This design comes from an exercise in tuning for small area and a short achievable clock period on the open sky130 flow, not from production work. In this exercise RTL edits were held to simulation tests only and were not proved equivalent to the original. Power is estimated from default activity; no workload was simulated.

==> flow/design.v (outline; a module is shown in full before it is edited, if it fits) <==
// module alu: 265 lines
// module regfile: 53 lines
// module decode: 204 lines
// module ucode: 1673 lines
// module gb80_cpu: 281 lines
// module rn_decode: 50 lines
// module register: 20 lines
// module nobus_buffer: 28 lines
// module hram: 26 lines
module gb80_cpu(
   F_data, A_data, instruction, IF_data,
   IE_data, regs_data, mem_we_l, mem_re_l, halt, debug_halt,
   cpu_addr_out, data_out,
   data_in,
   IF_in, IE_in, IF_load, IE_load, cpu_mem_disable, clock, reset,
   bp_addr, bp_step, bp_continue, ext_halt
   );
  // ...
==> flow/run.sh <==
#!/bin/bash
# synth_recipe.tcl (not shown) runs the flow's synth.tcl, then flattens the netlist and writes it again
# the make line also repeats each setting of config.mk as NAME=value (left out here)
make -C /OpenROAD-flow-scripts/flow DESIGN_CONFIG=/design/flow/config.mk WORK_HOME=/design/flow/orfs CLKGATE_MAP_FILE= SYNTH_SCRIPT=/design/flow/synth_recipe.tcl finish
==> flow/config.mk <==
export PLATFORM = sky130hd
export DESIGN_NAME = gb80_cpu
export DESIGN_NICKNAME = gb80_cpu
export VERILOG_FILES = /design/flow/design.v
export SDC_FILE = /design/flow/constraint.sdc
export NUM_CORES = 4
export LEC_CHECK = 0
export CAP_MARGIN = 20
export CORE_MARGIN = 2
export CORE_UTILIZATION = 40
export PLACE_DENSITY = 0.55
export SETUP_SLACK_MARGIN = 4.0
export SLEW_MARGIN = 20
==> flow/constraint.sdc <==
create_clock -name core_clock -period 10.0 [get_ports {clock}]
set_input_delay 2.0000 -clock core_clock [delete_from_list [all_inputs] [get_ports {clock}]]
set_output_delay 2.0000 -clock core_clock [all_outputs]
set_load 0.01 [all_outputs]
==> flow_metrics.env, run 1 <==
export IMPL_fin_skew_ns=0.0558
export IMPL_dp_cells=7854
export IMPL_timing_final_crit_share_pct=60.5
export IMPL_rsz0062_at_grt="true"
export IMPL_overflow=0
export IMPL_ys_ff_latch=1358
export IMPL_met1_usage_pct=49.1
export IMPL_synthSimpleGateAreaFrac_pct=11.7
export IMPL_postSynthAreaPerCell_um2=11.5
export IMPL_routedWlPerCell_um=34.8
export IMPL_seq_cell_count=1358
export IMPL_cts_buffers=148
export IMPL_powerClk_uw=5390
export IMPL_grt_busiest_layer="met1"
export IMPL_synth_fa_ha_area_share_pct=1.25
export IMPL_dp_hpwl_mm=192
export IMPL_fin_cells=8194
export IMPL_met3_length_mm=28.5
export IMPL_synthMuxAreaShare_pct=2.74
export IMPL_drv_cap=0
export IMPL_power_uw=27000
export IMPL_clockPowerShare_pct=20.0
export IMPL_p_comb_uw=13600
export IMPL_cts_resized=143
export IMPL_critPathLaunch="gb80_decode.cycle[0]"
export IMPL_crit_slowest_cell="o21ai_0"
export IMPL_largest_register_ffs=1016
export IMPL_setup_viol=0
export IMPL_ioPinCount=184
export IMPL_clk_insertion_delay_late_ns=0.81
export IMPL_multi_input_area_share_pct=33.5
export IMPL_firstDrtPassIters=9
export IMPL_synth_seq_area_share_pct=59.5
export IMPL_dpl_worst_slack_ns=2.36
export IMPL_multi_input_cells=3857
export IMPL_initial_core_util_pct=40.4
export IMPL_path_class="reg2reg"
export IMPL_status="complete, no violations"
==> module decode, before the edit <==
module decode( 
   regfile_rn_in, regfile_rn_out, regfile_we, regfile_change16,
   regfile_inc, regfile_jp_hl, addr_buf_load, addr_buf_write,
   data_buf_load, data_buf_write, addr_buf_load_ext,
   addr_buf_write_ext, data_buf_load_ext, data_buf_write_ext,
   inst_reg_load, A_load, F_load, temp1_load, temp0_load, IF_load_l,
   IME_set, IME_reset, regfile_data_gate, A_data_gate, F_data_gate,
   alu_data_gate, regfile_addr_gate, interrupt_data_gate,
   alu_data1_in_sel, alu_data0_in_sel, addr_ff00_sel, alu_op,
   alu_size, halt, debug_halt, bp_hit,
   bp_step, bp_continue, bp_pc, instruction, next_instruction, flags,
   interrupt, IME_data, clock, reset, ext_halt
   );
   output wire [4:0]  regfile_rn_in, regfile_rn_out;
   output wire        regfile_we;
   output wire        regfile_change16, regfile_inc;
   output wire        regfile_jp_hl;
   output wire        addr_buf_load, addr_buf_write;
   output wire        data_buf_load, data_buf_write;
   output wire        addr_buf_load_ext, addr_buf_write_ext;
   output wire        data_buf_load_ext, data_buf_write_ext;
   output wire        inst_reg_load, A_load, F_load, temp1_load, temp0_load;
   output wire        IF_load_l, IME_set, IME_reset;
   output wire        regfile_data_gate, A_data_gate, F_data_gate;
   output wire        alu_data_gate;
   output wire        regfile_addr_gate, interrupt_data_gate;
   output wire [1:0]  alu_data1_in_sel, alu_data0_in_sel;
   output wire        addr_ff00_sel;
   output wire [4:0]  alu_op;
   output wire [1:0]  alu_size;
   output wire        halt;
   output reg         debug_halt;
   output wire        bp_hit;
   input              bp_step, bp_continue, bp_pc;
   input [7:0]        instruction;
   input [7:0]        next_instruction;
   input [3:0]        flags;
   input              interrupt, IME_data;
   input              clock, reset;
   input              ext_halt;
   reg                step_inst, step_pressed, continue_pressed;
   reg                cb, branch_taken, halted, interrupt_handle;
   reg [4:0]          cycle;
   localparam CW_W = 55;
   reg [CW_W-1:0]     cw;
   wire [4:0]         cw_rn_in, cw_rn_out;
   wire               cw_we, cw_change16, cw_inc, cw_jp_hl;
   wire               cw_addr_buf_load, cw_addr_buf_write;
   wire               cw_data_buf_load, cw_data_buf_write;
   wire               cw_addr_buf_load_ext, cw_addr_buf_write_ext;
   wire               cw_data_buf_load_ext, cw_data_buf_write_ext;
   wire               cw_inst_reg_load, cw_A_load, cw_F_load;
   wire               cw_temp1_load, cw_temp0_load;
   wire               cw_IF_load_l, cw_IME_set, cw_IME_reset;
   wire               cw_regfile_data_gate, cw_A_data_gate, cw_F_data_gate;
   wire               cw_alu_data_gate, cw_regfile_addr_gate;
   wire               cw_interrupt_data_gate;
   wire [1:0]         cw_alu_data1_in_sel, cw_alu_data0_in_sel;
   wire               cw_addr_ff00_sel;
   wire [4:0]         cw_alu_op;
   wire [1:0]         cw_alu_size;
   wire [3:0]         cw_m_cycles;
   wire               cw_set_cb, cw_set_bt, cw_halt_set;
   assign {cw_rn_in, cw_rn_out, cw_we, cw_change16, cw_inc, cw_jp_hl, cw_addr_buf_load, cw_addr_buf_write, cw_data_buf_load, cw_data_buf_write, cw_addr_buf_load_ext, cw_addr_buf_write_ext, cw_data_buf_load_ext, cw_data_buf_write_ext, cw_inst_reg_load, cw_A_load, cw_F_load, cw_temp1_load, cw_temp0_load, cw_IF_load_l, cw_IME_set, cw_IME_reset, cw_regfile_data_gate, cw_A_data_gate, cw_F_data_gate, cw_alu_data_gate, cw_regfile_addr_gate, cw_interrupt_data_gate, cw_alu_data1_in_sel, cw_alu_data0_in_sel, cw_addr_ff00_sel, cw_alu_op, cw_alu_size, cw_m_cycles, cw_set_cb, cw_set_bt, cw_halt_set} = cw;
   wire               stall = debug_halt & ~step_inst;
   wire               int_entry = ~debug_halt & interrupt & IME_data &
                                  (cycle == 5'd0);
   wire               idle = ~stall & ~int_entry & ~interrupt_handle &
                             halted & ~(~IME_data & interrupt);
   wire               run = ~stall & ~int_entry & ~idle;
   wire               halt_bug = run & ~interrupt_handle & (cycle == 5'd1) &
                                 halted & ~IME_data & interrupt;
   assign bp_hit = (cycle == 5'd0) & bp_pc & ~debug_halt;
   assign regfile_rn_in = cw_rn_in;
   assign regfile_rn_out = cw_rn_out;
   assign regfile_we = (run & cw_we & ~halt_bug) | int_entry;
   assign regfile_change16 = cw_change16;
   assign regfile_inc = cw_inc;
   assign regfile_jp_hl = cw_jp_hl;
   assign addr_buf_load = run & cw_addr_buf_load;
   assign addr_buf_write = cw_addr_buf_write;
   assign data_buf_load = run & cw_data_buf_load;
   assign data_buf_write = cw_data_buf_write;
   assign addr_buf_load_ext = run & cw_addr_buf_load_ext;
   assign addr_buf_write_ext = run & cw_addr_buf_write_ext;
   assign data_buf_load_ext = run & cw_data_buf_load_ext;
   assign data_buf_write_ext = run & cw_data_buf_write_ext;
   assign inst_reg_load = run & cw_inst_reg_load;
   assign A_load = run & cw_A_load;
   assign F_load = run & cw_F_load;
   assign temp1_load = (run & cw_temp1_load) | int_entry;
   assign temp0_load = run & cw_temp0_load;
   assign IF_load_l = run & cw_IF_load_l;
   assign IME_set = run & cw_IME_set;
   assign IME_reset = (run & cw_IME_reset) | int_entry;
   assign regfile_data_gate = cw_regfile_data_gate;
   assign A_data_gate = cw_A_data_gate;
   assign F_data_gate = cw_F_data_gate;
   assign alu_data_gate = cw_alu_data_gate;
   assign regfile_addr_gate = cw_regfile_addr_gate;
   assign interrupt_data_gate = cw_interrupt_data_gate;
   assign alu_data1_in_sel = cw_alu_data1_in_sel;
   assign alu_data0_in_sel = cw_alu_data0_in_sel;
   assign addr_ff00_sel = cw_addr_ff00_sel;
   assign alu_op = cw_alu_op;
   assign alu_size = cw_alu_size;
   assign halt = ext_halt ? halted :
                 ((halted & ~(int_entry & ~bp_pc) & ~halt_bug) |
                  (run & cw_halt_set));
   wire [3:0]         m_cycles = (stall | idle) ? 4'd1 : cw_m_cycles;
   wire [5:0]         next_cycle_high = {1'b0, cycle} + 6'b1;
   wire               last = next_cycle_high[5:2] == m_cycles;
   wire [4:0]         next_cycle = last ? 5'd0 : next_cycle_high[4:0];
   wire               next_cb = ~last & (cb | (run & cw_set_cb));
   wire               next_branch_taken = ~last &
                                          (branch_taken | (run & cw_set_bt));
   wire               next_interrupt_handle = ~last & interrupt_handle;
   wire               entering = int_entry & ~bp_hit;
   wire [7:0]         next_inst = (run & cw_inst_reg_load) ? next_instruction :
                      instruction;
   always @(posedge clock or posedge reset) begin
      if (reset) begin
         cycle <= 5'd0;
         cb <= 1'b0;
         branch_taken <= 1'b0;
         halted <= 1'd0;
         interrupt_handle <= 1'b0;
         debug_halt <= 1'b0;
         step_inst <= 1'b0;
         step_pressed <= 1'b0;
         continue_pressed <= 1'b0;
      end else if (ext_halt) begin
      end else begin
         cycle <= next_cycle;
         cb <= next_cb;
         branch_taken <= next_branch_taken;
         interrupt_handle <= next_interrupt_handle | entering;
         halted <= halt;
         if (last) begin
            step_inst <= step_pressed | bp_step;
            debug_halt <= (continue_pressed | bp_continue) ? 1'b0 : debug_halt;
            step_pressed <= 1'b0;
            continue_pressed <= 1'b0;
         end else begin
            debug_halt <= debug_halt | bp_hit;
            step_pressed <= step_pressed | bp_step;
            continue_pressed <= continue_pressed | bp_continue;
         end
      end
   end
   wire [CW_W-1:0]    cw_next, cw_int1, cw_reset;
   ucode ucode_next(
      .regfile_rn_in(cw_next[54:50]),
      .regfile_rn_out(cw_next[49:45]),
      .regfile_we(cw_next[44]),
      .regfile_change16(cw_next[43]),
      .regfile_inc(cw_next[42]),
      .regfile_jp_hl(cw_next[41]),
      .addr_buf_load(cw_next[40]),
      .addr_buf_write(cw_next[39]),
      .data_buf_load(cw_next[38]),
      .data_buf_write(cw_next[37]),
      .addr_buf_load_ext(cw_next[36]),
      .addr_buf_write_ext(cw_next[35]),
      .data_buf_load_ext(cw_next[34]),
      .data_buf_write_ext(cw_next[33]),
      .inst_reg_load(cw_next[32]),
      .A_load(cw_next[31]),
      .F_load(cw_next[30]),
      .temp1_load(cw_next[29]),
      .temp0_load(cw_next[28]),
      .IF_load_l(cw_next[27]),
      .IME_set(cw_next[26]),
      .IME_reset(cw_next[25]),
      .regfile_data_gate(cw_next[24]),
      .A_data_gate(cw_next[23]),
      .F_data_gate(cw_next[22]),
      .alu_data_gate(cw_next[21]),
      .regfile_addr_gate(cw_next[20]),
      .interrupt_data_gate(cw_next[19]),
      .alu_data1_in_sel(cw_next[18:17]),
      .alu_data0_in_sel(cw_next[16:15]),
      .addr_ff00_sel(cw_next[14]),
      .alu_op(cw_next[13:9]),
      .alu_size(cw_next[8:7]),
      .m_cycles(cw_next[6:3]),
      .set_cb(cw_next[2]),
      .set_bt(cw_next[1]),
      .halt_set(cw_next[0]),
      .regfile_inc_pc(),
      .cycle(next_cycle), .instruction(next_inst), .cb(next_cb),
      .branch_taken(next_branch_taken),
      .interrupt_handle(next_interrupt_handle),
      .flags(flags));
   localparam [CW_W-1:0] CW_INT1 = 55'h21804001000028;
   localparam [CW_W-1:0] CW_RESET = 55'h4e890000180008;
   always @(posedge clock or posedge reset) begin
      if (reset) begin
         cw <= CW_RESET;
      end else if (~ext_halt) begin
         cw <= entering ? CW_INT1 : cw_next;
      end
   end
endmodule  
==> module gb80_cpu, before the edit <==
module gb80_cpu(
   F_data, A_data, instruction, IF_data,
   IE_data, regs_data, mem_we_l, mem_re_l, halt, debug_halt,
   cpu_addr_out, data_out,
   data_in,
   IF_in, IE_in, IF_load, IE_load, cpu_mem_disable, clock, reset,
   bp_addr, bp_step, bp_continue, ext_halt
   );
   output wire [15:0] cpu_addr_out;
   output wire [7:0]  data_out;
   input [7:0]        data_in;
   output wire [7:0] F_data;
   output wire [7:0] A_data, instruction;
   output wire [79:0] regs_data;
   output wire [4:0] IF_data, IE_data;
   output wire  mem_we_l, mem_re_l;
   output wire  halt;
   output wire  debug_halt;
   input [4:0]  IF_in, IE_in;
   input        IF_load, IE_load;
   input        cpu_mem_disable;
   input        clock, reset, ext_halt;
   input [15:0] bp_addr;
   input        bp_step, bp_continue;
   parameter
     F_Z = 3, F_N = 2, F_H = 1, F_C = 0,
     I_HILO = 4, I_SERIAL = 3, I_TIMA = 2, I_LCDC = 1, I_VBLANK = 0;
   wire [15:0]  addr_bus;
   wire [7:0]   data_bus;
   wire         bp_pc;
   assign bp_pc = regs_data[15:0] == bp_addr;
   wire        addr_buf_load_ext, addr_buf_write_ext;
   wire        data_buf_load_ext, data_buf_write_ext;
   wire [7:0]   data_ext_out, data_ext_in;
   wire [15:0]  addr_ext_out, addr_ext_in;
	assign cpu_addr_out = addr_ext_out; 
   wire         high_mem = (16'hff80 <= addr_ext_out) & 
                (addr_ext_out <= 16'hfffe); 
   wire         bp_hit;
   wire         kill = ext_halt | bp_hit;
   wire [7:0]   high_mem_rdata;
   assign data_ext_in = (high_mem) ? high_mem_rdata :
                        (cpu_mem_disable) ? 8'h0 : data_in;
   assign addr_ext_in = 16'h0;
   assign data_out = data_ext_out;
   hram #(127) high_mmmod(.rdata(high_mem_rdata),
                          .wdata(data_ext_out),
                          .addr(addr_ext_out[6:0]),
                          .mem_we(addr_buf_write_ext & data_buf_write_ext &
                                  high_mem & ~ext_halt),
                          .reset(reset),
                          .clock(clock));
   wire [7:0]    temp1_data, temp0_data;
   wire [4:0]   IF_in_l, IE_in_l;
   wire         IME_data;
   wire         IE_load_l;
   reg [4:0]   interrupt_mask;  
   reg [2:0]   interrupt_sel;  
   reg [3:0]   interrupt_addr_bits;  
   wire         IF_load_l;  
   wire         interrupt_data_gate;  
   wire         interrupt;  
   assign interrupt = ~((IF_data & IE_data) == 5'd0);
   assign IF_in_l = (IF_load_l & ~ext_halt) ? IF_in | (IF_data & interrupt_mask) : IF_in;
   assign IE_load_l = (~mem_we_l) ? addr_ext_out == 16'hffff : 1'b0;
   assign IE_in_l = (IE_load_l) ? data_ext_out[4:0] : IE_in;
   always @(*) begin
      casex (IF_data & IE_data)
        5'bxx_xx1: begin
           interrupt_sel = 3'd0;
           interrupt_mask = 5'b11_110;
        end
        5'bxx_x10: begin
           interrupt_sel = 3'd1;
           interrupt_mask = 5'b11_101;
        end
        5'bxx_100: begin
           interrupt_sel = 3'd2;
           interrupt_mask = 5'b11_011;
        end
        5'bx1_000: begin
           interrupt_sel = 3'd3;
           interrupt_mask = 5'b10_111;
        end
        5'b10_000: begin
           interrupt_sel = 3'd4;
           interrupt_mask = 5'b01_111;
        end
        5'b00_000: begin
           interrupt_sel = 3'd0;
           interrupt_mask = 5'b11_111;
        end
      endcase  
      case (interrupt_sel)
        3'd0: interrupt_addr_bits = 4'b1000;
        3'd1: interrupt_addr_bits = 4'b1001;
        3'd2: interrupt_addr_bits = 4'b1010;
        3'd3: interrupt_addr_bits = 4'b1011;
        3'd4: interrupt_addr_bits = 4'b1100;
        default: interrupt_addr_bits = 4'd0;
      endcase  
   end
   wire [7:0]   alu_data_out;
   reg [7:0]    alu_data1_in, alu_data0_in;
   wire [3:0]   alu_flags_in, alu_flags_out;
   assign alu_flags_in = F_data[7:4];
   wire [15:0]  regfile_data_out, regfile_data_addr;
   wire [7:0]   regfile_data_in;
   wire        addr_buf_load, addr_buf_write;
   wire        data_buf_load, data_buf_write;
   assign mem_we_l = ~(data_buf_write_ext & ~high_mem & ~cpu_mem_disable & ~ext_halt);
   assign mem_re_l = ~(data_buf_load_ext & ~high_mem & ~cpu_mem_disable & ~ext_halt);
   wire        inst_reg_load, A_load, F_load, temp1_load, temp0_load;
   wire        IME_set, IME_reset;
   wire        regfile_data_gate, A_data_gate, F_data_gate, regfile_addr_gate;
   wire        alu_data_gate;
   wire [1:0]  alu_data1_in_sel, alu_data0_in_sel;
   wire        addr_ff00_sel;
   wire [4:0]  alu_op;
   wire [1:0]  alu_size;
   wire [4:0]  regfile_rn_in, regfile_rn_out;
   wire        regfile_we, regfile_change16, regfile_inc, regfile_jp_hl;
   assign regfile_data_addr = (addr_ff00_sel) ? {8'hff, regfile_data_out[7:0]} :
                              regfile_data_out;
   always @(*) begin
      case (alu_data0_in_sel)
         2'd0: alu_data0_in = data_bus_src;
         2'd1: alu_data0_in = temp0_data;
         2'd2: alu_data0_in = {2'd0, instruction[5:3], 3'd0};
         2'd3: alu_data0_in = (temp0_data[7]) ? 8'hff : 8'h00;
      endcase
   end
   always @(*) begin
      case (alu_data1_in_sel)
        2'd0: alu_data1_in = A_data;
        2'd1: alu_data1_in = data_bus_src;
        2'd2: alu_data1_in = regfile_data_out;
        2'd3: alu_data1_in = temp1_data;
      endcase
   end
   assign regfile_data_in = data_bus;
   nobus_buffer #(8, 0) data_buf(.bus_in(data_bus),
                                 .bus_out(data_buf_q),
                                 .bus_ext_out(data_ext_out),
                                 .bus_ext_in(data_ext_in),
                                 .bus_read(data_buf_load & ~ext_halt),
                                 .bus_write(data_buf_write),
                                 .bus_ext_read(data_buf_load_ext & ~ext_halt),
                                 .clock(clock),
                                 .reset(reset));
   nobus_buffer #(16, 0) addr_buf(.bus_in(addr_bus),
                                  .bus_out(addr_buf_q),
                                  .bus_ext_out(addr_ext_out),
                                  .bus_ext_in(addr_ext_in),
                                  .bus_read(addr_buf_load & ~kill),
                                  .bus_write(addr_buf_write),
                                  .bus_ext_read(addr_buf_load_ext & ~ext_halt),
                                  .clock(clock),
                                  .reset(reset));
   register #(8, 0) inst_reg(.q(instruction),
                             .d(data_bus),
                             .load(inst_reg_load & ~ext_halt),
                             .clock(clock),
                             .reset(reset));
   register #(8, 8'h11) A_reg(.q(A_data),
                          .d(alu_data_out),
                          .load(A_load & ~ext_halt),
                          .clock(clock),
                          .reset(reset));
   register #(8, 8'hB0) F_reg(.q(F_data),
                          .d({alu_flags_out, 4'b0}),
                          .load(F_load & ~ext_halt),
                          .clock(clock),
                          .reset(reset));
   register #(8, 0) temp1_reg(.q(temp1_data),
                              .d(data_bus),
                              .load(temp1_load & ~kill),
                              .clock(clock),
                              .reset(reset));
   register #(8, 0) temp0_reg(.q(temp0_data),
                              .d(data_bus),
                              .load(temp0_load & ~ext_halt),
                              .clock(clock),
                              .reset(reset));
   register #(5, 0) IF_reg(.q(IF_data),
                           .d(IF_in_l),
                           .load((IF_load_l & ~ext_halt) | IF_load),
                           .clock(clock),
                           .reset(reset));
   register #(5, 0) IE_reg(.q(IE_data),
                           .d(IE_in_l),
                           .load((IE_load_l | IE_load) & ~ext_halt),
                           .clock(clock),
                           .reset(reset));
   register #(1, 1) IME_reg(.q(IME_data),
                            .d(IME_set),
                            .load((IME_set | IME_reset) & ~kill),
                            .clock(clock),
                            .reset(reset));
   wire [7:0]   data_buf_q;
   wire [15:0]  addr_buf_q;
   wire [7:0]   data_bus_src;
   assign data_bus_src = ({8{data_buf_write}} & data_buf_q) |
                         ({8{regfile_data_gate}} & regfile_data_out[7:0]) |
                         ({8{A_data_gate}} & A_data) |
                         ({8{F_data_gate}} & F_data) |
                         ({8{interrupt_data_gate}} &
                          {1'd0, interrupt_addr_bits, 3'd0});
   assign data_bus = data_bus_src | ({8{alu_data_gate}} & alu_data_out);
   assign addr_bus = ({16{addr_buf_write}} & addr_buf_q) |
                     ({16{regfile_addr_gate}} & regfile_data_addr[15:0]);
   alu gb80_alu( 
                .alu_data_out           (alu_data_out[7:0]),
                .alu_flags_out          (alu_flags_out[3:0]),
                .alu_data0_in           (alu_data0_in[7:0]),
                .alu_data1_in           (alu_data1_in[7:0]),
                .alu_op                 (alu_op[4:0]),
                .alu_flags_in           (alu_flags_in[3:0]),
                .alu_size               (alu_size[1:0]));
   regfile gb80_regfile( 
                        .regs_data      (regs_data[79:0]),
                        .regfile_data_out(regfile_data_out[15:0]),
                        .regfile_data_in(regfile_data_in[7:0]),
                        .regfile_rn_in  (regfile_rn_in[4:0]),
                        .regfile_rn_out (regfile_rn_out[4:0]),
                        .regfile_we     (regfile_we & ~kill),
                        .regfile_change16(regfile_change16),
                        .regfile_inc    (regfile_inc),
                        .regfile_jp_hl  (regfile_jp_hl),
                        .reset          (reset),
                        .clock          (clock),
                        .halt           (halt));
   decode gb80_decode( 
                      .regfile_rn_in    (regfile_rn_in[4:0]),
                      .regfile_rn_out   (regfile_rn_out[4:0]),
                      .regfile_we       (regfile_we),
                      .regfile_change16 (regfile_change16),
                      .regfile_inc      (regfile_inc),
                      .regfile_jp_hl    (regfile_jp_hl),
                      .addr_buf_load    (addr_buf_load),
                      .addr_buf_write   (addr_buf_write),
                      .data_buf_load    (data_buf_load),
                      .data_buf_write   (data_buf_write),
                      .addr_buf_load_ext(addr_buf_load_ext),
                      .addr_buf_write_ext(addr_buf_write_ext),
                      .data_buf_load_ext(data_buf_load_ext),
                      .data_buf_write_ext(data_buf_write_ext),
                      .inst_reg_load    (inst_reg_load),
                      .A_load           (A_load),
                      .F_load           (F_load),
                      .temp1_load       (temp1_load),
                      .temp0_load       (temp0_load),
                      .IF_load_l        (IF_load_l),
                      .IME_set          (IME_set),
                      .IME_reset        (IME_reset),
                      .regfile_data_gate(regfile_data_gate),
                      .A_data_gate      (A_data_gate),
                      .F_data_gate      (F_data_gate),
                      .alu_data_gate    (alu_data_gate),
                      .regfile_addr_gate(regfile_addr_gate),
                      .interrupt_data_gate(interrupt_data_gate),
                      .alu_data1_in_sel (alu_data1_in_sel[1:0]),
                      .alu_data0_in_sel (alu_data0_in_sel[1:0]),
                      .addr_ff00_sel    (addr_ff00_sel),
                      .alu_op           (alu_op[4:0]),
                      .alu_size         (alu_size[1:0]),
                      .halt             (halt),
                      .ext_halt         (ext_halt),
                      .debug_halt       (debug_halt),
                      .bp_hit           (bp_hit),
                      .bp_step          (bp_step),
                      .bp_continue      (bp_continue),
                      .bp_pc            (bp_pc), 
                      .instruction      (instruction[7:0]),
                      .next_instruction (data_buf_q),
                      .flags            (F_data[7:4]),
                      .interrupt        (interrupt),
                      .IME_data         (IME_data),
                      .clock            (clock),
                      .reset            (reset));
endmodule  
==> run 2: changes to the inputs <==
--- a/flow/design.v
+++ b/flow/design.v
@@ -332,7 +332,7 @@
    IME_set, IME_reset, regfile_data_gate, A_data_gate, F_data_gate,
    alu_data_gate, regfile_addr_gate, interrupt_data_gate,
    alu_data1_in_sel, alu_data0_in_sel, addr_ff00_sel, alu_op,
-   alu_size, halt, debug_halt, bp_hit,
+   alu_size, halt, debug_halt, bp_hit, regfile_byte_sel,
    bp_step, bp_continue, bp_pc, instruction, next_instruction, flags,
    interrupt, IME_data, clock, reset, ext_halt
    );
@@ -356,6 +356,7 @@
    output wire        halt;
    output reg         debug_halt;
    output wire        bp_hit;
+   output reg [9:0]   regfile_byte_sel;
    input              bp_step, bp_continue, bp_pc;
    input [7:0]        instruction;
    input [7:0]        next_instruction;
@@ -519,11 +520,20 @@
       .flags(flags));
    localparam [CW_W-1:0] CW_INT1 = 55'h21804001000028;
    localparam [CW_W-1:0] CW_RESET = 55'h4e890000180008;
+   wire [CW_W-1:0]    cw_load = entering ? CW_INT1 : cw_next;
+   function [9:0] byte_sel;
+      input [4:0] rn;
+      begin
+         byte_sel = 10'd1 << {rn[2:0], rn[3] & ~rn[4]};
+      end
+   endfunction
    always @(posedge clock or posedge reset) begin
       if (reset) begin
          cw <= CW_RESET;
+         regfile_byte_sel <= 10'b01_0000_0000;  
       end else if (~ext_halt) begin
-         cw <= entering ? CW_INT1 : cw_next;
+         cw <= cw_load;
+         regfile_byte_sel <= byte_sel(cw_load[49:45]);
       end
    end
 endmodule  
@@ -2324,6 +2334,16 @@
    wire [1:0]  alu_size;
    wire [4:0]  regfile_rn_in, regfile_rn_out;
    wire        regfile_we, regfile_change16, regfile_inc, regfile_jp_hl;
+   wire [9:0]   regfile_byte_sel;
+   reg [7:0]    regfile_byte;
+   integer      rb;
+   always @(*) begin
+      regfile_byte = 8'd0;
+      for (rb = 0; rb < 10; rb = rb + 1) begin
+         regfile_byte = regfile_byte |
+                        ({8{regfile_byte_sel[rb]}} & regs_data[(79 - 16 * (rb / 2) - 8 * (1 - rb % 2)) -: 8]);
+      end
+   end
    assign regfile_data_addr = (addr_ff00_sel) ? {8'hff, regfile_data_out[7:0]} :
                               regfile_data_out;
    always @(*) begin
@@ -2338,7 +2358,7 @@
       case (alu_data1_in_sel)
         2'd0: alu_data1_in = A_data;
         2'd1: alu_data1_in = data_bus_src;
-        2'd2: alu_data1_in = regfile_data_out;
+        2'd2: alu_data1_in = regfile_byte;
         2'd3: alu_data1_in = temp1_data;
       endcase
    end
@@ -2405,7 +2425,7 @@
    wire [15:0]  addr_buf_q;
    wire [7:0]   data_bus_src;
    assign data_bus_src = ({8{data_buf_write}} & data_buf_q) |
-                         ({8{regfile_data_gate}} & regfile_data_out[7:0]) |
+                         ({8{regfile_data_gate}} & regfile_byte) |
                          ({8{A_data_gate}} & A_data) |
                          ({8{F_data_gate}} & F_data) |
                          ({8{interrupt_data_gate}} &
@@ -2472,6 +2492,7 @@
                       .ext_halt         (ext_halt),
                       .debug_halt       (debug_halt),
                       .bp_hit           (bp_hit),
+                      .regfile_byte_sel (regfile_byte_sel),
                       .bp_step          (bp_step),
                       .bp_continue      (bp_continue),
                       .bp_pc            (bp_pc), 
--- a/flow/config.mk
+++ b/flow/config.mk
@@ -9,5 +9,5 @@
 export CORE_MARGIN = 2
 export CORE_UTILIZATION = 40
 export PLACE_DENSITY = 0.55
-export SETUP_SLACK_MARGIN = 4.0
+export SETUP_SLACK_MARGIN = 4.5
 export SLEW_MARGIN = 20
==> run 2 against run 1 <==
Effect of this change: still clean; combinational power fell by 24%; synthesized cell count rose by 3.8%; sequential power fell by 4.1%; global-route usage rose by 1.3 points; first-iteration DRC count fell by 1.1%; final cell count rose by 3.2%; routed wire length rose by 6.5%; non-clock buffer count rose by 26; via count rose by 5.1%; die area rose by 2.5%; register-to-register slack improved by 0.32 ns; critical path type is now in2out.
==> flow_metrics.env, run 2 <==
export IMPL_wl_mm=303
export IMPL_cts_root_buf="clkbuf_16"
export IMPL_coreArea_um2=167000
export IMPL_post_dp_cell_area_um2=71900
export IMPL_synthesis_area_um2=67400
export IMPL_status="complete, no violations"
export IMPL_cp_start_kind="input pin"
export IMPL_cts_clk_slew_worst_paths_ns=0.06
export IMPL_crit_arrival_ns=3.89
export IMPL_dominantRegCellSynth="edfxtp_1"
export IMPL_required_ns=8.00
export IMPL_tightest_slew_ns=1.32
export IMPL_final_common_cell="edfxtp_1"
export IMPL_area_delta_synth_final_pct=17.5
export IMPL_final_cell_mix="edfxtp_1, nor2_1, nand2_1"
export IMPL_syn_inst=5930
export IMPL_nets=6234
export IMPL_timing_final_crit_share_pct=58.9
export IMPL_p_leak_uw=0.0272
export IMPL_io_buffers=179
export IMPL_synth_most_common_cell="edfxtp_1"
export IMPL_grt_pass1_vias=53314
export IMPL_clk_insertion_delay_late_ns=0.80
export IMPL_htreeDepth=4
export IMPL_yosysUniqueCellTypes=121
export IMPL_fp_row_count=150
export IMPL_hold_violations=0
export IMPL_synth_seq_area_share_pct=58.4
export IMPL_yosys_area_top_type="edfxtp_1"
export IMPL_drc=0
export IMPL_setup_viol=0
export IMPL_initial_core_util_pct=40.3
export IMPL_slew_viol_final=0
export IMPL_relSlewSlack_pct=11.6
export IMPL_irDropWorstVdd_mv=0.347
export IMPL_cts_buffers=149
export IMPL_routedWlPerCell_um=35.8
export IMPL_place_gp_congestion=1.05
export IMPL_tns_ns=0
export IMPL_final_antenna_net_count=0
export IMPL_synthArstFlopShare_pct=25.7
export IMPL_regArea_um2=39400
export IMPL_synth_edf_count=1016
export IMPL_synth_top_area_share_pct=45.3
export IMPL_multi_input_area_um2=27400
export IMPL_ys_top_cells_by_count="edfxtp_1, nor2_1, nand2_1"
export IMPL_grt_pass1_wl_mm=424
export IMPL_ioPinCount=184
export IMPL_fillers=15256
export IMPL_grt_usage_pct=34.2
export IMPL_worstPathMaxFanout=2
export IMPL_dp_hpwl_mm=208
export IMPL_antenna_found_initial=15
export IMPL_fp_dieH_um=415
export IMPL_period_needed_ns=5.89
export IMPL_cts_tree="built"
export IMPL_postSynthAreaPerCell_um2=11.4
export IMPL_largest_register_ffs=1016
export IMPL_dieArea_um2=172000
export IMPL_max_freq_mhz=170
export IMPL_drive_above_1_share_pct=15.8
export IMPL_cts_sinks=1368
export IMPL_clock_path_buffers=3
export IMPL_largestRegisters="high_mmmod.data (1016), high_mmmod.written (127), gb80_regfile.mem (80)"
export IMPL_die_w_um=415
export IMPL_max_flop_register="high_mmmod.data"
export IMPL_via_per_inst=6.74
export IMPL_drv_cap=0
export IMPL_rsz0062_at_grt="true"
export IMPL_power_per_cell_area_nw_per_um2=299
export IMPL_first_iter_violations=8087
export IMPL_stdcell_area_um2=79200
export IMPL_yosysWarnings=15
export IMPL_firstDrtPassIters=7
export IMPL_ys_ff_latch=1368
export IMPL_vias=56995
export IMPL_path_class="in2out"
export IMPL_grt_max_degree=130
export IMPL_worstHoldPathType="reg2reg"
export IMPL_end_kind="output pin"
export IMPL_fin_skew_ns=0.0459
export IMPL_overflow=0
export IMPL_synth_area_leaders="edfxtp_1, dfrtp_1, a22oi_1"
==> run 2: area by class of cell <==
type	count	area share [%]
antenna	1	0.00316
clock buffer	188	5.09
clock inverter	88	1.42
inverter	104	0.505
multi-input combinational	4037	34.5
sequential	1368	49.8
tap	2204	3.48
timing repair buffer	468	5.20
==> run 2: layer usage <==
metal  track usage (%)  vias up  wire length (um)
li1                  -    23655                 -
met2              48.9     3684            128000
met1              50.7    28991            130000
met4              11.2       16             11200
met3              8.19      649             34100
met5             0.167        -               101
==> run 2: critical path, stage by stage <==
cell	delay, ns
buf_8	0.10
xor2_4	0.18
nor4_4	0.42
nand2_2	0.13
nor4_4	0.34
nor2_1	0.09
a31oi_1	0.20
o21ai_1	0.11
buf_4	0.15
nand2_2	0.06
buf_6	0.10
==> run 2: final timing paths <==
path	startpoint	slack [ns]	to	cells after the start
min in group asynchronous	reset	1.75	high_mmmod.written[72]	3
max in group asynchronous	reset	6.74	data_buf.q[1]	4
min	high_mmmod.written[122]	0.45	high_mmmod.written[122]	1
max reg2reg	IF_reg.q[0]	4.27	gb80_decode.regfile_byte_sel[1]	16
min reg2reg	high_mmmod.written[122]	0.45	high_mmmod.written[122]	1
max	bp_addr[6]	4.11	halt	11
==> run 2: stage by stage <==
step / setup WS, ns / hold slack, ns / total power [uW] / cells / util (%)
floorplan: 3.32 / 0.422 / 12700 / 5933 / -
global placement: 2.41 / 0.438 / 17000 / 8073 / 43.0
detailed placement: 2.17 / 0.444 / 17000 / 8074 / 43.0
CTS: 4.26 / 0.457 / 23200 / 8434 / 46.9
global route: 4.05 / 0.472 / 24300 / 8457 / 47.4
finish: 4.11 / 0.455 / 23700 / 8458 / 47.4
==> run 2: report_power, final <==
part	switching (uW)	total, uW	internal, uW	leakage (uW)
Sequential	703	7680	6980	0.0138
Combinational	7220	10300	3050	0.0110
Clock	2400	5770	3360	0.00249
==> run 2: cells by family (layout without fill, tap and decap cells) <==
logic type	count (synthesis)	count (layout)	share of synthesized area, %
other	1	5	0.00556
AOI/OAI and AO/OA	2044	2044	21.7
muxes	195	195	3.19
adders and majority gates	64	64	1.20
buffers and inverters	528	848	3.14
and+or+nand+nor	1669	1669	11.6
DFF	1368	1368	58.4
xor gates and xnor gates	61	61	0.792
==> run 2: timing repair <==
action	in CTS	in global routing
resized for setup	241	112
cloned	1	0
setup endpoints to repair	147	104
pin swaps	44	26
setup buffers	83	23
hold buffers	0	0
==> run 3: changes to the inputs <==
--- a/flow/config.mk
+++ b/flow/config.mk
@@ -8,6 +8,7 @@
 export CAP_MARGIN = 20
 export CORE_MARGIN = 2
 export CORE_UTILIZATION = 40
+export CTS_CLUSTER_SIZE = 28
 export PLACE_DENSITY = 0.55
 export SETUP_SLACK_MARGIN = 4.5
 export SLEW_MARGIN = 20
==> run 3 against run 2 <==
Effect of this change: final area is the same; still clean; maximum frequency is the same; critical path type unchanged; worst setup slack is the same; critical path depth is the same; non-clock buffer count is the same; register-to-register slack is essentially flat; sequential power is essentially flat; area after synthesis is the same; critical endpoint unchanged; count of clock-buffer cells in the layout is the same; global-route usage is the same.
==> flow_metrics.env, run 3 <==
export IMPL_final_antenna_net_count=0
export IMPL_hold_violations=0
export IMPL_path_cells="buf_8 > xor2_4 > nor4_4 > nand2_2 > nor4_4 > nor2_1 > a31oi_1 > o21ai_1 > buf_4 > nand2_2 > buf_6"
export IMPL_fp_dieH_um=415
export IMPL_hp_start="high_mmmod.written[122]"
export IMPL_final_common_cell="edfxtp_1"
export IMPL_largest_register_ffs=1016
export IMPL_timing_final_crit_share_pct=58.9
export IMPL_max_freq_mhz=170
export IMPL_grt_max_degree=130
export IMPL_synth_top_area_share_pct=45.3
export IMPL_syn_inst=5930
export IMPL_synth_area_leaders="edfxtp_1, dfrtp_1, a22oi_1"
export IMPL_initial_core_util_pct=40.3
export IMPL_cts_root_buf="clkbuf_16"
export IMPL_cp_start_kind="input pin"
export IMPL_wl_mm=303
export IMPL_end_kind="output pin"
export IMPL_power_per_cell_area_nw_per_um2=299
export IMPL_yosysUniqueCellTypes=121
export IMPL_setup_viol=0
export IMPL_crit_slowest_cell="nor4_4"
export IMPL_cts_sinks=1368
export IMPL_firstDrtPassIters=7
export IMPL_final_cell_mix="edfxtp_1, nor2_1, nand2_1"
export IMPL_first_iter_violations=8087
export IMPL_finish_utilization_pct=47.4
export IMPL_max_flop_register="high_mmmod.data"
export IMPL_irDropWorstVdd_mv=0.347
export IMPL_crit_arrival_ns=3.89
export IMPL_crit_family="simple AND/OR/NAND/NOR gates"
export IMPL_dominantRegCellSynth="edfxtp_1"
export IMPL_power_uw=23700
export IMPL_place_gp_congestion=1.05
export IMPL_io_buffers=179
export IMPL_tightest_slew_ns=1.32
export IMPL_ioPinCount=184
export IMPL_p_switching_uw=10300
export IMPL_pwr_share_comb_pct=43.3
export IMPL_fillers=15256
export IMPL_synth_most_common_cell="edfxtp_1"
export IMPL_period_needed_ns=5.89
export IMPL_fin_skew_ns=0.0459
export IMPL_cts_tree="built"
export IMPL_synthesis_area_um2=67400
export IMPL_required_ns=8.00
export IMPL_grt_pass1_vias=53314
export IMPL_synth_edf_count=1016
export IMPL_rsz0062_at_grt="true"
export IMPL_drive_above_1_share_pct=15.8
export IMPL_postSynthAreaPerCell_um2=11.4
export IMPL_grt_usage_pct=34.2
export IMPL_rr_startpoint="IF_reg.q[0]"
export IMPL_cp_slowest_stage_delay_ns=0.42
export IMPL_clock_path_buffers=3
export IMPL_ys_top_cells_by_count="edfxtp_1, nor2_1, nand2_1"
export IMPL_yosysWarnings=15
export IMPL_cp_num_buf_inv=3
export IMPL_critPathLaunch="bp_addr[6]"
export IMPL_swShare_pct=43.5
export IMPL_via_per_inst=6.74
export IMPL_cts_buffers=149
export IMPL_worstPathMaxFanout=2
export IMPL_htreeDepth=4
export IMPL_coreArea_um2=167000
export IMPL_slew_viol_final=0
export IMPL_seq_power_share_pct=32.4
export IMPL_tns_ns=0
export IMPL_antenna_found_initial=15
export IMPL_fp_row_count=150
export IMPL_routedWlPerCell_um=35.8
export IMPL_cts_hold_buf=0
export IMPL_dp_hpwl_mm=208
export IMPL_drv_cap=0
export IMPL_drc=0
export IMPL_dieArea_um2=172000
export IMPL_status="complete, no violations"
export IMPL_clockPowerShare_pct=24.3
export IMPL_overflow=0
export IMPL_nets=6234
export IMPL_synth_seq_area_share_pct=58.4
export IMPL_largestRegisters="high_mmmod.data (1016), high_mmmod.written (127), gb80_regfile.mem (80)"
export IMPL_grt_pass1_wl_mm=424
export IMPL_synthArstFlopShare_pct=25.7
export IMPL_die_w_um=415
export IMPL_path_class="in2out"
export IMPL_area_delta_synth_final_pct=17.5
export IMPL_p_leak_uw=0.0272
export IMPL_ys_ff_latch=1368
export IMPL_relSlewSlack_pct=11.6
export IMPL_clk_insertion_delay_late_ns=0.80
export IMPL_reg2reg_slack_ns=4.27
export IMPL_yosys_area_top_type="edfxtp_1"
export IMPL_p_int_uw=13400
export IMPL_cts_clk_slew_worst_paths_ns=0.06
export IMPL_worstHoldPathType="reg2reg"
export IMPL_vias=56995
## run 3: repair_timing
action                                 4_1_cts  5_1_grt
pin swaps                                   44       26
setup buffers                               83       23
endpoints found under the hold margin        0        0
gates cloned                                 1        0
setup endpoints to repair                  147      104
resized for setup                          241      112
## run 3: worst reg2reg max path: cells and delay by family (launching register included)
| kind | cells | cell delay [ns] |
|---|---|---|
| DFF | 1 | 0.44 |
| muxes | 1 | 0.58 |
| buffers and inverters | 4 | 0.86 |
| AOI/OAI and AO/OA | 8 | 2.89 |
| and+or+nand+nor | 3 | 0.81 |
## run 3: final timing paths
check                                                   to  cells after the start
hold reg to reg                    high_mmmod.written[122]                      1
hold / removal                     high_mmmod.written[122]                      1
setup reg to reg           gb80_decode.regfile_byte_sel[1]                     16
max in group asynchronous                    data_buf.q[1]                      4
setup / recovery                                      halt                     11
min in group asynchronous           high_mmmod.written[72]                      3
## run 3: cells by family after synthesis
logic type / count (synthesis) / synth area share (%)
xor gates and xnor gates: 61 / 0.792
other: 1 / 0.00556
adders and majority gates: 64 / 1.20
muxes: 195 / 3.19
DFF: 1368 / 58.4
buffers and inverters: 528 / 3.14
AOI/OAI and AO/OA: 2044 / 21.7
and+or+nand+nor: 1669 / 11.6
## run 3: power groups by stage
stage | sequential (uW) | clock [uW] | combinational [uW]
after global routing | 7680 | 6050 | 10600
after floorplan | 7680 | 0 | 4980
final | 7680 | 5770 | 10300
after CTS | 7630 | 5840 | 9700
after detailed placement | 7760 | 0 | 9220
after global placement | 7760 | 0 | 9230
## run 3: final cells by class
type	count	area (um2)	area share, %
inverters	104	400	0.505
flip-flops and latches	1368	39400	49.8
clock buffers	188	4030	5.09
diodes	1	2.50	0.00316
repair buffers	468	4120	5.20
multi-input cells	4037	27400	34.5
well taps	2204	2760	3.48
clock inverters	88	1120	1.42
## run 3: stage by stage
step	cell area [um2]	worst slack (ns)	hold WS (ns)	instances
finish	79200	4.11	0.455	8458
detailed placement	71900	2.17	0.444	8074
floorplan	67500	3.32	0.422	5933
CTS	78500	4.26	0.457	8434
global placement	71900	2.41	0.438	8073
global route	79200	4.05	0.472	8457
## run 3: per-layer routing
layer  part of all wire (%)  GRT usage (%)  routed length, um  vias to the layer above
met5                  0.033          0.167                101                        -
met4                    3.7           11.2              11200                       16
met3                     11           8.19              34100                      649
met2                     42           48.9             128000                     3684
met1                     43           50.7             130000                    28991
li1                       -              -                  -                    23655
==> run 4: changes to the inputs <==
--- a/flow/design.v
+++ b/flow/design.v
@@ -433,9 +433,8 @@
    assign halt = ext_halt ? halted :
                  ((halted & ~(int_entry & ~bp_pc) & ~halt_bug) |
                   (run & cw_halt_set));
-   wire [3:0]         m_cycles = (stall | idle) ? 4'd1 : cw_m_cycles;
    wire [5:0]         next_cycle_high = {1'b0, cycle} + 6'b1;
-   wire               last = next_cycle_high[5:2] == m_cycles;
+   wire               last = (stall | idle) ? cw_last1 : cw_last;
    wire [4:0]         next_cycle = last ? 5'd0 : next_cycle_high[4:0];
    wire               next_cb = ~last & (cb | (run & cw_set_cb));
    wire               next_branch_taken = ~last &
@@ -521,6 +520,8 @@
    localparam [CW_W-1:0] CW_INT1 = 55'h21804001000028;
    localparam [CW_W-1:0] CW_RESET = 55'h4e890000180008;
    wire [CW_W-1:0]    cw_load = entering ? CW_INT1 : cw_next;
+   reg                cw_last, cw_last1;
+   wire [5:0]         next_cycle_high2 = {1'b0, next_cycle} + 6'b1;
    function [9:0] byte_sel;
       input [4:0] rn;
       begin
@@ -530,9 +531,13 @@
    always @(posedge clock or posedge reset) begin
       if (reset) begin
          cw <= CW_RESET;
+         cw_last <= 1'b0;
+         cw_last1 <= 1'b0;
          regfile_byte_sel <= 10'b01_0000_0000;  
       end else if (~ext_halt) begin
          cw <= cw_load;
+         cw_last <= next_cycle_high2[5:2] == cw_load[6:3];
+         cw_last1 <= next_cycle_high2[5:2] == 4'd1;
          regfile_byte_sel <= byte_sel(cw_load[49:45]);
       end
    end
--- a/flow/config.mk
+++ b/flow/config.mk
@@ -8,7 +8,6 @@
 export CAP_MARGIN = 20
 export CORE_MARGIN = 2
 export CORE_UTILIZATION = 40
-export CTS_CLUSTER_SIZE = 28
 export PLACE_DENSITY = 0.55
 export SETUP_SLACK_MARGIN = 4.5
 export SLEW_MARGIN = 20
==> run 4 against run 3 <==
Effect of this change: area after synthesis down 1.1%; flip-flop and latch count down 1; worst setup slack better by 0.28 ns; sequential share of layout area about the same; register-to-register slack better by 0.13 ns; combinational power up about 50%; via count down 1.6%; routed wire length down 4.5%; hold slack about the same; critical path type is now reg2reg.
==> flow_metrics.env, run 4 <==
export IMPL_nets=6145
export IMPL_first_iter_violations=7378
export IMPL_synthArstFlopShare_pct=25.7
export IMPL_ioPinCount=184
export IMPL_postSynthAreaPerCell_um2=11.5
export IMPL_crit_slowest_cell="and3_1"
export IMPL_cts_tree="built"
export IMPL_synth_most_common_cell="edfxtp_1"
export IMPL_path_cells="inv_4 > ha_4 > nor4b_4 > o311ai_4 > o2111a_2 > buf_12 > buf_4 > o22ai_2 > buf_4 > and3_1 > o21ai_0 > nand3_1 > and4bb_2 > a211o_4 > o31ai_4 > o21bai_4 > buf_4 > o31ai_2"
export IMPL_synthXorXnorAreaFrac_pct=0.914
export IMPL_power_uw=28800
export IMPL_reg2reg_slack_ns=4.40
export IMPL_clockPowerShare_pct=18.6
export IMPL_io_buffers=179
export IMPL_synth_fa_ha_area_share_pct=1.31
export IMPL_pwr_share_comb_pct=53.7
export IMPL_hp_start="high_mmmod.written[13]"
export IMPL_power_per_cell_area_nw_per_um2=364
export IMPL_finish_utilization_pct=47.9
export IMPL_synthSimpleGateAreaFrac_pct=11.1
export IMPL_hold_violations=0
export IMPL_grt_pass1_vias=51833
export IMPL_worstHoldPathType="reg2reg"
export IMPL_fin_skew_ns=0.0371
export IMPL_irDropWorstVdd_mv=0.239
export IMPL_critPathLaunch="gb80_decode.cycle[0]"
export IMPL_initial_core_util_pct=40.4
export IMPL_overflow=0
export IMPL_dominantRegCellSynth="edfxtp_1"
export IMPL_path_class="reg2reg"
export IMPL_drive_above_1_share_pct=16.8
export IMPL_largest_register_ffs=1016
export IMPL_synthesis_area_um2=66700
export IMPL_timing_final_crit_share_pct=56.0
export IMPL_final_antenna_net_count=0
export IMPL_final_cell_mix="edfxtp_1, nor2_1, nand2_1"
export IMPL_fp_row_count=149
export IMPL_antenna_found_initial=14
export IMPL_wl_mm=290
export IMPL_clk_insertion_delay_late_ns=0.80
export IMPL_place_gp_congestion=1.04
export IMPL_cts_hold_buf=0
export IMPL_swShare_pct=47.2
export IMPL_worstPathMaxFanout=36
export IMPL_setup_viol=0
export IMPL_drv_cap=0
export IMPL_p_switching_uw=13600
export IMPL_tightest_slew_ns=1.20
export IMPL_seq_power_share_pct=27.7
export IMPL_period_needed_ns=5.60
export IMPL_synth_edf_count=1016
export IMPL_synth_top_family_by_area="compound AO/OA/AOI/OAI gates"
export IMPL_drc=0
export IMPL_rsz0062_at_grt="true"
export IMPL_ys_ff_latch=1367
export IMPL_crit_arrival_ns=6.25
export IMPL_vias=56071
export IMPL_synth_top_area_share_pct=45.8
export IMPL_relSlewSlack_pct=19.3
export IMPL_grt_pass1_wl_mm=404
export IMPL_final_common_cell="edfxtp_1"
export IMPL_ys_top_cells_by_count="edfxtp_1, nor2_1, nand2_1"
export IMPL_htreeDepth=4
export IMPL_firstDrtPassIters=8
export IMPL_dieArea_um2=170000
export IMPL_cp_start_kind="register"
export IMPL_rr_startpoint="gb80_decode.cycle[0]"
export IMPL_max_flop_register="high_mmmod.data"
export IMPL_yosys_area_top_type="edfxtp_1"
export IMPL_coreArea_um2=165000
export IMPL_synth_seq_area_share_pct=59.0
export IMPL_synthMuxAreaShare_pct=2.97
export IMPL_slew_viol_final=0
export IMPL_max_freq_mhz=179
export IMPL_cts_root_buf="clkbuf_16"
export IMPL_tns_ns=0
export IMPL_largestRegisters="high_mmmod.data (1016), high_mmmod.written (127), gb80_regfile.mem (80)"
export IMPL_area_delta_synth_final_pct=18.6
export IMPL_grt_usage_pct=33.1
export IMPL_crit_top_cell="buf_4"
export IMPL_yosysWarnings=15
export IMPL_required_ns=10.65
export IMPL_synth_area_leaders="edfxtp_1, dfrtp_1, a22oi_1"
export IMPL_cts_clk_slew_worst_paths_ns=0.07
export IMPL_end_kind="register"
export IMPL_synth_compound_area_share_pct=21.7
export IMPL_die_w_um=412
export IMPL_yosysUniqueCellTypes=110
export IMPL_cp_slowest_stage_delay_ns=0.80
export IMPL_grt_max_degree=170
export IMPL_syn_inst=5782
export IMPL_p_leak_uw=0.0279
export IMPL_clock_path_buffers=3
export IMPL_status="complete, no violations"
export IMPL_cts_buffers=147
export IMPL_fp_dieH_um=412
export IMPL_via_per_inst=6.72
export IMPL_dp_hpwl_mm=193
export IMPL_routedWlPerCell_um=34.7
export IMPL_cts_sinks=1367
export IMPL_p_int_uw=15200
## run 4: cell types whose count changed in the layout (fill, tap and decap cells not counted), moves of 20 or more
cell / change
nor2_1: -67
o21bai_1: -61
a22o_1: +32
inv_1: -20
a21o_1: +56
buf_4: +25
or2_2: -21
nand2_1: -45
a221oi_1: +26
a22oi_1: -62
## run 4: area by class of cell
type                            count  area [um2]
Fill cell                       15121       86100
Sequential cell                  1367       39400
Multi-Input combinational cell   3910       27100
Timing Repair Buffer              514        4720
Clock buffer                      189        3980
Tap cell                         2189        2740
Clock inverter                     69         701
Inverter                           94         419
Antenna cell                        6        15.0
## run 4: logic make-up after synthesis
logic type | count (synthesis)
DFF | 1367
adders and majority gates | 69
other | 1
xor gates and xnor gates | 68
muxes | 178
AOI/OAI and AO/OA | 2025
and+or+nand+nor | 1564
buffers and inverters | 510
## run 4: repair_timing
action	4_1_cts	5_1_grt
pin swaps	59	56
endpoints found under the setup margin	166	130
resized for setup	312	161
cloned	4	4
setup buffers	78	67
## run 4: per-layer routing
layer  GRT usage (%)  routed length, um
met2            48.7             124000
met3            7.72              31800
met4            10.7              11200
met1            48.0             122000
met5               0                 77
## run 4: final timing paths
check | to | cells past startpoint
worst min register to register | high_mmmod.written[13] | 1
max in group asynchronous | data_buf.q[1] | 4
min in group asynchronous | high_mmmod.written[74] | 3
worst min-delay path | high_mmmod.written[13] | 1
worst max-delay path | gb80_decode.regfile_byte_sel[7] | 18
worst max register to register | gb80_decode.regfile_byte_sel[7] | 18
## run 4: metrics by stage
stage / instances / hold slack, ns / setup WS (ns) / cell area (um2)
final: 8338 / 0.454 / 4.40 / 79100
after global routing: 8332 / 0.468 / 4.37 / 79100
after CTS: 8261 / 0.457 / 4.40 / 77800
after detailed placement: 7921 / 0.444 / 2.00 / 71300
after global placement: 7921 / 0.438 / 2.17 / 71300
after floorplan: 5785 / 0.428 / 3.33 / 66900
## run 4: power groups by stage
stage / clock [uW] / sequential [uW] / combinational (uW)
final: 5350 / 8000 / 15500
after global routing: 5620 / 8020 / 16000
after CTS: 5400 / 7960 / 14000
after detailed placement: 0 / 8100 / 12800
after global placement: 0 / 8090 / 12800
after floorplan: 0 / 7930 / 7170
## run 4: critical path, delay by kind of cell (launching register included)
kind	cells	cell delay, ns
flops	1	0.50
buf+inv	5	1.06
simple gates	4	1.64
fa+ha+maj	1	0.12
compound gates	8	2.09
==> run 5: changes to the inputs <==
--- a/flow/config.mk
+++ b/flow/config.mk
@@ -9,5 +9,5 @@
 export CORE_MARGIN = 2
 export CORE_UTILIZATION = 40
 export PLACE_DENSITY = 0.55
-export SETUP_SLACK_MARGIN = 4.5
+export SETUP_SLACK_MARGIN = 5.0
 export SLEW_MARGIN = 20
==> run 5 against run 4 <==
Effect of this change: still clean on timing, DRC and antenna; via count up 0.45%; die area unchanged; worst setup slack got worse by 0.12 ns; clock skew is 0.0089 ns higher; largest cell class unchanged; largest power group unchanged.
==> flow_metrics.env, run 5 <==
export IMPL_power_per_cell_area_nw_per_um2=371
export IMPL_ys_top_cells_by_count="edfxtp_1, nor2_1, nand2_1"
export IMPL_postSynthAreaPerCell_um2=11.5
export IMPL_r2r_end="gb80_decode.regfile_byte_sel[1]"
export IMPL_stdcell_area_um2=81400
export IMPL_synth_edf_count=1016
export IMPL_final_antenna_net_count=0
export IMPL_synth_top_area_share_pct=45.8
export IMPL_worstPathMaxFanout=31
export IMPL_routedWlPerCell_um=35.2
export IMPL_ys_ff_latch=1367
export IMPL_synth_area_leaders="edfxtp_1, dfrtp_1, a22oi_1"
export IMPL_hold_violations=0
export IMPL_irDropWorstVdd_mv=0.247
export IMPL_worstHoldPathType="reg2reg"
export IMPL_max_freq_mhz=175
export IMPL_grt_max_degree=150
export IMPL_path_class="reg2reg"
export IMPL_worstHoldEndpoint="high_mmmod.written[119]"
export IMPL_relSlewSlack_pct=20.1
export IMPL_fp_row_count=149
export IMPL_drive_above_1_share_pct=21.5
export IMPL_reg2reg_slack_ns=4.28
export IMPL_tightest_slew_ns=1.20
export IMPL_period_needed_ns=5.72
export IMPL_vias=56323
export IMPL_final_common_cell="edfxtp_1"
export IMPL_firstDrtPassIters=6
export IMPL_rr_worst_depth=20
export IMPL_nets=6238
export IMPL_io_buffers=179
export IMPL_synth_seq_area_share_pct=59.0
export IMPL_multi_input_area_um2=28400
export IMPL_post_dp_cell_area_um2=71500
export IMPL_cts_sinks=1367
export IMPL_grt_pass1_wl_mm=415
export IMPL_required_ns=10.68
export IMPL_yosysWarnings=15
export IMPL_cp_start_kind="register"
export IMPL_place_gp_congestion=1.03
export IMPL_antenna_found_initial=11
export IMPL_die_w_um=412
export IMPL_dpl_worst_slack_ns=2.25
export IMPL_setup_viol=0
export IMPL_yosys_area_top_type="edfxtp_1"
export IMPL_fillers=14772
export IMPL_rr_startpoint="gb80_decode.cycle[0]"
export IMPL_clk_insertion_delay_late_ns=0.80
export IMPL_grt_pass1_vias=52969
export IMPL_status="complete, no violations"
export IMPL_initial_core_util_pct=40.4
export IMPL_rsz0062_at_grt="true"
export IMPL_largestRegisters="high_mmmod.data (1016), high_mmmod.written (127), gb80_regfile.mem (80)"
export IMPL_timing_final_crit_share_pct=57.2
export IMPL_yosysUniqueCellTypes=110
export IMPL_cts_root_buf="clkbuf_16"
export IMPL_synth_most_common_cell="edfxtp_1"
export IMPL_via_per_inst=6.67
export IMPL_dp_hpwl_mm=196
export IMPL_fin_skew_ns=0.0461
export IMPL_drv_cap=0
export IMPL_coreArea_um2=165000
export IMPL_grt_usage_pct=34.0
export IMPL_final_cell_mix="edfxtp_1, nor2_1, nand2_1"
export IMPL_dominantRegCellSynth="edfxtp_1"
export IMPL_end_kind="register"
export IMPL_p_leak_uw=0.0286
export IMPL_cts_tree="built"
export IMPL_synthArstFlopShare_pct=25.7
export IMPL_wl_mm=297
export IMPL_crit_arrival_ns=6.40
export IMPL_max_flop_register="high_mmmod.data"
export IMPL_cts_buffers=147
export IMPL_area_delta_synth_final_pct=22.1
export IMPL_worst_slack_ns=4.28
export IMPL_regArea_um2=39400
export IMPL_overflow=0
export IMPL_clock_path_buffers=3
export IMPL_ioPinCount=184
export IMPL_drc=0
export IMPL_synthesis_area_um2=66700
export IMPL_tns_ns=0
export IMPL_cts_clk_slew_worst_paths_ns=0.06
export IMPL_hp_start="high_mmmod.written[119]"
export IMPL_largest_register_ffs=1016
export IMPL_min_path_cells=1
export IMPL_fp_dieH_um=412
export IMPL_htreeDepth=4
export IMPL_syn_inst=5782
export IMPL_slew_viol_final=0
export IMPL_first_iter_violations=7719
export IMPL_dieArea_um2=170000
export IMPL_cts_hold_buf=0
run 5: cell count changes in the layout (fill, tap and decap cells not counted), moves of 15 or more:
cell     previous run  this run
buf_4             287       335
nor2_2             14        68
buf_6              24        54
nand2_1           407       392
o21ai_2            12        27
o21ai_0           266       237
nor2_1            469       404
buf_12             18        34
run 5: routing by layer:
metal  track usage, %  share of wire, %  vias to the layer above  wire [um]
met5                0             0.050                        -        147
li1                 -                 -                    23520          -
met2             49.3                43                     3351     126000
met1             49.6                43                    28818     129000
met4             11.3               3.8                       12      11100
met3             8.37                10                      622      30600
run 5: through the flow:
stage          instances  hold WS, ns  total power [uW]  utilization (%)
2_1_floorplan       5785        0.428             15200                -
3_3_place_gp        7906        0.437             21200             43.2
3_5_place_dp        7907        0.444             21100             43.3
4_1_cts             8351        0.457             28700             48.3
5_1_grt             8433        0.466             31000             49.3
6_report            8438        0.455             30200             49.3
run 5: what timing repair did:
item | in CTS | in global routing
pin swaps | 129 | 111
setup buffers | 175 | 80
setup endpoints to repair | 878 | 143
gates resized for setup | 604 | 177
gates cloned | 4 | 0
hold endpoints to repair | 0 | 0
run 5: power by group:
| group | total [uW] | switching, uW | leakage (uW) | internal, uW |
|---|---|---|---|---|
| clock network | 5230 | 2360 | 0.00225 | 2880 |
| logic | 16900 | 11000 | 0.0127 | 5970 |
| registers | 8000 | 891 | 0.0137 | 7110 |
run 5: worst max path at each step:
| stage | start | end | slack, ns | cells past startpoint |
|---|---|---|---|---|
| 2_1_floorplan | reset | A_reg.q[1] | 3.33 | 1 |
| 3_3_place_gp | gb80_decode.cycle[0] | gb80_decode.regfile_byte_sel[3] | 2.34 | 18 |
| 3_5_place_dp | gb80_decode.cycle[0] | gb80_decode.regfile_byte_sel[9] | 2.25 | 18 |
| 4_1_cts | bp_addr[15] | halt | 4.42 | 11 |
| 5_1_grt | gb80_decode.cycle[0] | gb80_decode.regfile_byte_sel[8] | 4.27 | 28 |
| 6_report | gb80_decode.cycle[0] | gb80_decode.regfile_byte_sel[1] | 4.28 | 20 |
run 5: cell type report:
type	instances	share of cell area (%)
Clock buffer	188	4.79
Multi-Input combinational cell	3908	34.9
Clock inverter	77	0.853
Inverter	94	0.510
Tap cell	2189	3.37
Timing Repair Buffer	609	7.10
Sequential cell	1367	48.4
Antenna cell	6	0.0184
run 5: kinds of logic after synthesis:
family,synth area share (%)
XOR/XNOR,0.914
AND/OR/NAND/NOR,11.1
adder cells (fa/ha/maj),1.31
flip-flops,59.0
buffers and inverters,2.98
multiplexers,2.97
AO/OA/AOI/OAI,21.7
other,0.00562
run 5: critical path, cell delays in order (launching register included):
cell and delay [ns]:
dfrtp_4 0.49, inv_2 0.08, ha_4 0.12, or4b_4 0.49, o22ai_4 0.23, buf_12 0.14
o2111ai_4 0.11, buf_12 0.18, buf_4 0.16, buf_4 0.30, mux2i_2 0.64, and3_2 0.58
o21ai_0 0.24, nand3_1 0.18, and4bb_2 0.30, a211o_4 0.38, buf_12 0.14, nor3_4 0.23
o21bai_4 0.13, buf_4 0.15, o41ai_2 0.31
==> run 6: changes to the inputs <==
--- a/flow/config.mk
+++ b/flow/config.mk
@@ -9,5 +9,5 @@
 export CORE_MARGIN = 2
 export CORE_UTILIZATION = 40
 export PLACE_DENSITY = 0.55
-export SETUP_SLACK_MARGIN = 5.0
+export SETUP_SLACK_MARGIN = 4.0
 export SLEW_MARGIN = 20
==> run 6 against run 5 <==
Effect of this change: final cell count shrank 2.1%; synthesized cell count is the same; highest routed layer unchanged; die area is the same; non-clock buffer count shrank 182; routed wire length shrank 3.8%; still clean on timing, DRC and antenna.
==> flow_metrics.env, run 6 <==
export IMPL_crit_top_cell="nand2_1"
export IMPL_cts_tree="built"
export IMPL_synth_most_common_cell="edfxtp_1"
export IMPL_swShare_pct=47.0
export IMPL_synth_seq_area_share_pct=59.0
export IMPL_worst_slack_ns=3.96
export IMPL_drv_cap=0
export IMPL_p_leak_uw=0.0273
export IMPL_power_per_cell_area_nw_per_um2=356
export IMPL_largest_register_ffs=1016
export IMPL_worstHoldPathType="reg2reg"
export IMPL_slew_viol_final=0
export IMPL_max_flop_register="high_mmmod.data"
export IMPL_hp_start="high_mmmod.written[119]"
export IMPL_p_int_uw=14600
export IMPL_first_iter_violations=8254
export IMPL_synthesis_area_um2=66700
export IMPL_irDropWorstVdd_mv=0.208
export IMPL_place_gp_congestion=1.05
export IMPL_cp_slowest_stage_delay_ns=0.98
export IMPL_yosys_area_top_type="edfxtp_1"
export IMPL_setup_viol=0
export IMPL_coreArea_um2=165000
export IMPL_syn_inst=5782
export IMPL_crit_arrival_ns=6.72
export IMPL_max_freq_mhz=165
export IMPL_cts_clk_slew_worst_paths_ns=0.05
export IMPL_worstPathMaxFanout=9
export IMPL_cts_hold_buf=0
export IMPL_worstHoldEndpoint="high_mmmod.written[119]"
export IMPL_timing_final_crit_share_pct=60.4
export IMPL_seq_power_share_pct=29.3
export IMPL_clock_path_buffers=3
export IMPL_grt_pass1_wl_mm=400
export IMPL_dpl_worst_slack_ns=2.43
export IMPL_period_needed_ns=6.04
export IMPL_yosysWarnings=15
export IMPL_dieArea_um2=170000
export IMPL_io_buffers=179
export IMPL_cp_num_buf_inv=3
export IMPL_routedWlPerCell_um=34.6
export IMPL_overflow=0
export IMPL_clockPowerShare_pct=20.2
export IMPL_synth_area_leaders="edfxtp_1, dfrtp_1, a22oi_1"
export IMPL_fin_skew_ns=0.0763
export IMPL_cts_buffers=149
export IMPL_wl_mm=286
export IMPL_status="complete, no violations"
export IMPL_fp_row_count=149
export IMPL_required_ns=10.67
export IMPL_tightest_slew_ns=1.19
export IMPL_synth_top_area_share_pct=45.8
export IMPL_drc=0
export IMPL_initial_core_util_pct=40.4
export IMPL_end_kind="register"
export IMPL_path_class="reg2reg"
export IMPL_final_cell_mix="edfxtp_1, nor2_1, nand2_1"
export IMPL_vias=55262
export IMPL_power_uw=27600
export IMPL_drive_above_1_share_pct=13.4
export IMPL_dominantRegCellSynth="edfxtp_1"
export IMPL_die_w_um=412
export IMPL_htreeDepth=4
export IMPL_fp_dieH_um=412
export IMPL_tns_ns=0
export IMPL_cp_start_kind="register"
export IMPL_relSlewSlack_pct=20.2
export IMPL_ys_top_cells_by_count="edfxtp_1, nor2_1, nand2_1"
export IMPL_final_common_cell="edfxtp_1"
export IMPL_synthArstFlopShare_pct=25.7
export IMPL_clk_insertion_delay_late_ns=0.80
## run 6: cell counts after synthesis
No cell type changed its count.
## run 6: logic make-up (layout without fill, tap and decap cells)
group           Yosys count  in the layout  share of synthesized area (%)
buf+inv                 510            789                           2.98
simple gates           1564           1564                           11.1
fa+ha+maj                69             69                           1.31
flops                  1367           1367                           59.0
xor+xnor                 68             68                          0.914
compound gates         2025           2025                           21.7
mux                     178            178                           2.97
other cells               1             10                        0.00562
## run 6: power groups by stage
| stage | Clock (uW) | Combinational [uW] | Sequential, uW |
|---|---|---|---|
| 2_1_floorplan | 0 | 7020 | 7930 |
| 3_3_place_gp | 0 | 12500 | 8160 |
| 3_5_place_dp | 0 | 12500 | 8170 |
| 4_1_cts | 5640 | 13000 | 8050 |
| 5_1_grt | 5850 | 14500 | 8120 |
| 6_report | 5580 | 13900 | 8100 |
## run 6: repair_timing
| item | in CTS | in global routing |
|---|---|---|
| buffers inserted | 28 | 32 |
| setup endpoints to repair | 135 | 99 |
| cloned | 0 | 1 |
| gates resized for setup | 121 | 83 |
| pin swaps | 19 | 22 |
## run 6: layout make-up
| class | instances | area, um2 | area share [%] |
|---|---|---|---|
| timing repair buffer | 427 | 3860 | 4.98 |
| antenna | 6 | 15.0 | 0.0194 |
| clock buffer | 184 | 3930 | 5.07 |
| tap | 2189 | 2740 | 3.53 |
| clock inverter | 84 | 1010 | 1.30 |
| multi-input combinational | 3908 | 26200 | 33.8 |
| inverter | 94 | 383 | 0.494 |
| sequential | 1367 | 39400 | 50.8 |
## run 6: worst max path at each step
stage | startpoint | endpoint | slack [ns] | cells past startpoint
finish | gb80_decode.cycle[1] | gb80_decode.cw[33] | 3.96 | 22
global route | gb80_decode.cycle[1] | gb80_decode.cw[47] | 3.91 | 23
CTS | gb80_decode.cycle[1] | gb80_decode.regfile_byte_sel[3] | 3.88 | 22
floorplan | reset | A_reg.q[1] | 3.33 | 1
detailed placement | gb80_decode.cycle[0] | gb80_decode.regfile_byte_sel[3] | 2.43 | 20
global placement | gb80_decode.cycle[0] | gb80_decode.regfile_byte_sel[3] | 2.39 | 20
## run 6: metrics by stage
stage	hold slack [ns]	util, %	std cells	cell area, um2
after global placement	0.438	43.1	7921	71200
final	0.455	47.0	8259	77600
after detailed placement	0.444	43.1	7922	71300
after global routing	0.467	46.9	8253	77500
after floorplan	0.428	-	5785	66700
after CTS	0.458	46.5	8218	76900
## run 6: worst register-to-register path: stages, from the launching register on
cell and delay [ns]:
dfrtp_2 0.47, inv_1 0.13, ha_1 0.19, or4b_4 0.50, o22ai_4 0.26, o2111a_2 0.41, nand2_1 0.15, o21ai_4 0.18
ha_2 0.31, a22o_1 0.18, a211oi_2 0.05, a21oi_2 0.13, buf_4 0.19, a21o_1 0.25, a21oi_4 0.11, buf_12 0.15
a2111oi_0 0.57, a311oi_1 0.13, o2111ai_2 0.20, a221oi_1 0.11, o311ai_0 0.98, o2111ai_1 0.22, nand2_1 0.11
## run 6: metal layers
layer,share of wire (%),track usage (%),up-vias
li1,-,-,23143
met3,11,8.56,581
met1,43,47.7,28052
met5,0.025,0,-
met2,43,47.5,3474
met4,3.3,9.96,12

-- re-timing with driven ports --
Ports are ideal in the flow. The routed layouts listed here were re-timed in OpenROAD.
Step 1 assumes that a clkbuf_16 drives the clock port and a buf_2 every other input.
Step 2 times the ports against the registers' clock, not the clock port: input delays grow and output delays shrink by t, the midpoint of the rising clock arrivals with the driver on.
a / b / c = no drivers / after step 1 / after step 2; a / b = the first two.
run	t (ns)	setup WS [ns]
run 1	0.880	3.955 / 3.955 / 3.955
run 2	0.857	4.114 / 4.070 / 3.286
run 3	0.857	4.114 / 4.070 / 3.286
run 4	0.856	4.398 / 4.398 / 4.398
run 5	0.861	4.279 / 4.279 / 4.279
run 6	0.845	3.956 / 3.956 / 3.956
After both steps every run listed still meets setup and hold.
